This is an optimization exercise on Yosys and OpenROAD, whose aim is small area, a short achievable clock period and few clock cycles per item, not a production implementation.
In this exercise RTL edits were held to simulation tests only and were not proved equivalent to the original.

// udp_ipv4_tx
module udp_ipv4_tx (
    input  wire             ap_clk,
    input  wire             ap_rst_n,
    input  wire  [31:0]     my_ip_addr,
    input  wire   [7:0]     ip_protocol,
    input  wire             s_axis_tx_meta_tvalid,
    output wire             s_axis_tx_meta_tready,
    input  wire [255:0]     s_axis_tx_meta_tdata,
    input  wire             s_axis_tx_data_tvalid,
    output wire             s_axis_tx_data_tready,
    input  wire  [63:0]     s_axis_tx_data_tdata,
    input  wire   [7:0]     s_axis_tx_data_tkeep,
    input  wire             s_axis_tx_data_tlast,
    output wire             m_axis_tx_data_tvalid,
    input  wire             m_axis_tx_data_tready,
    output wire   [63:0]    m_axis_tx_data_tdata,
    output wire    [7:0]    m_axis_tx_data_tkeep,
    output wire             m_axis_tx_data_tlast,
    output reg    [31:0]    datagrams_transmitted
);
Size in the first run: roughly 90 flip-flops, about 0.0048 mm^2 of cells after synthesis.
clock: 5.0 ns
lec_check: 0
cap_margin: 20
core_margin: 2
core_utilization: 40
place_density: 0.6
slew_margin: 20
run.sh (not shown) runs the stock make flow with config.mk's settings and CLKGATE_MAP_FILE= SYNTH_SCRIPT=/design/flow/synth_recipe.tcl, a recipe that flattens the netlist after the stock synthesis.
The first run failed in 3_2_place_iop with PPL-0024.
Testbench counts at the start, summed over its fixed seeds: cycles 92,912, packets 4,800.
Edit:
==> flow/flow/run.sh (new file) <==
#!/bin/bash
# Standard ORFS layout (the standard.sh, unchanged synthesis), with the
# port buffers made from the smallest buffer instead of the default choice.
set -euo pipefail
export BUFFER_PORTS_ARGS="-buffer_cell sky130_fd_sc_hd__buf_1"
bash standard.sh synth > synth.log 2>&1
bash standard.sh finish > layout.log 2>&1
==> flow/standard.sh (new file) <==
#!/bin/bash
# synth_recipe.tcl (not shown) runs the flow's synth.tcl, then flattens the netlist and writes it again
# the make line also repeats each setting of config.mk as NAME=value (left out here)
make -C /OpenROAD-flow-scripts/flow DESIGN_CONFIG=/design/flow/config.mk WORK_HOME=/design/flow/orfs CLKGATE_MAP_FILE= SYNTH_SCRIPT=/design/flow/synth_recipe.tcl "${@:-finish}"
CORE_AREA = 2.5 2.5 167.5 167.5   (was unset)
CORE_MARGIN = unset   (was 2)
CORE_UTILIZATION = unset   (was 40)
DIE_AREA = 0 0 170 170   (was unset)
removed: flow/run.sh
The changed run passed the timing, DRC and antenna checks.
Synthesized area does not change.
Synthesized cell count is unchanged.
Edit:
==> flow/run.sh (new file) <==
#!/bin/bash
# synth_recipe.tcl (not shown) runs the flow's synth.tcl, then flattens the netlist and writes it again
# the make line also repeats each setting of config.mk as NAME=value (left out here)
make -C /OpenROAD-flow-scripts/flow DESIGN_CONFIG=/design/flow/config.mk WORK_HOME=/design/flow/orfs CLKGATE_MAP_FILE= SYNTH_SCRIPT=/design/flow/synth_recipe.tcl finish
removed: flow/flow/run.sh
removed: flow/standard.sh
Synthesized area is unchanged.
Via count fell by 0.94%.
Core utilization rose by 7.3 points.
Flip-flop and latch count does not change.
Critical path depth fell by 1.
Cell area rose by 30%.
Clock skew fell by 4.8 ps.
Global-route usage rose by 1.5 points.

* * *

udp_ipv4_tx, a different RTL version from the one above (not shown whole).
Size in the first run: ~580 cells after synthesis, roughly 91 flip-flops, roughly 480 I/O pins.
clock: 5.0 ns
lec_check: 0
cap_margin: 20
core_area: 2.5 2.5 97.5 97.5
die_area: 0 0 100 100
place_density: 0.7
setup_slack_margin: 2.45
slew_margin: 20
synth_hierarchical: 1
standard.sh (not shown) runs the stock make flow with config.mk's settings and CLKGATE_MAP_FILE= SYNTH_SCRIPT=/design/flow/synth_recipe.tcl, a recipe that flattens the netlist after the stock synthesis.
==> flow/flow/run.sh <==
#!/bin/bash
# Standard ORFS layout (the standard.sh, unchanged synthesis), with the
# port buffers made from the smallest buffer instead of the default choice
# and the pins allowed on every routing track, so a smaller die fits them.
set -euo pipefail
export BUFFER_PORTS_ARGS="-buffer_cell sky130_fd_sc_hd__buf_1"
export PLACE_PINS_ARGS="-min_distance 1 -min_distance_in_tracks"
bash standard.sh synth > synth.log 2>&1
bash standard.sh finish > layout.log 2>&1
The starting point went through all stages and came out clean.
Testbench counts at the start, summed over its fixed seeds: cycles 93,634, packets 4,800.
Then changed:
PLACE_DENSITY = 0.6   (was 0.7)
SETUP_SLACK_MARGIN = 2.55   (was 2.45)
=> Clock-buffer cell count does not change. Register-to-register slack gets better by 0.02 ns. Sequential cell count does not change. Routed wire length is about the same. Critical path depth stays the same. Clock skew went up by 0.0070 ns.
Then changed:
CORE_AREA = 2.5 2.5 102.5 102.5   (was 2.5 2.5 97.5 97.5)
DIE_AREA = 0 0 105 105   (was 0 0 100 100)
PLACE_DENSITY = 0.7   (was 0.6)
Result: Flip-flop and latch count stays the same; clock-buffer cell count is higher by 3; fmax is higher by 0.52%; via count is higher by 1.4%; cell area is higher by 0.49%; hold slack gets worse by 0.014 ns; worst setup slack gets better by 0.013 ns; synthesized cell count is unchanged.
Then changed:
CORE_AREA = 2.5 2.5 97.5 97.5   (was 2.5 2.5 102.5 102.5)
DIE_AREA = 0 0 100 100   (was 0 0 105 105)
SETUP_SLACK_MARGIN = 2.6   (was 2.55)
The new run produced a clean layout.
Flip-flop and latch count is unchanged.
Synthesized cell count does not change.
Wire length is about the same.

-- separate check: timing with driven ports --
Ports are ideal in the flow. The routed layouts listed here were re-timed in OpenROAD.
Step 1: set_driving_cell puts a clkbuf_16 on ap_clk and a buf_2 on each other input, an assumption about the parent block.
Step 2 times the ports against the registers' clock, not the clock port: input delays grow and output delays shrink by t, the midpoint of the rising clock arrivals with the driver on.
a / b / c = ideal ports / drivers / drivers and shift; a / b = the first two.
run	t (ns)	setup slack, ns	clock arrival spread, ns	slew at the worst register clock pin (ns)	worst slew at a driven data input, ns
the second run of note 1	0.387	1.057 / 1.027 / 1.027	0.021 / 0.020	0.08 / 0.08	0.07
the third run of note 1	0.385	0.502 / 0.469 / 0.469	0.010 / 0.010	0.08 / 0.08	0.08
the first run of note 2	0.381	2.450 / 2.400 / 2.188	0.010 / 0.010	0.09 / 0.09	0.07
the second run of note 2	0.394	2.508 / 2.446 / 2.270	0.020 / 0.020	0.11 / 0.11	0.08
the third run of note 2	0.384	2.520 / 2.471 / 2.258	0.015 / 0.015	0.09 / 0.09	0.07
the fourth run of note 2	0.379	2.527 / 2.478 / 2.280	0.012 / 0.013	0.09 / 0.09	0.10
After both steps every run listed still meets setup and hold.
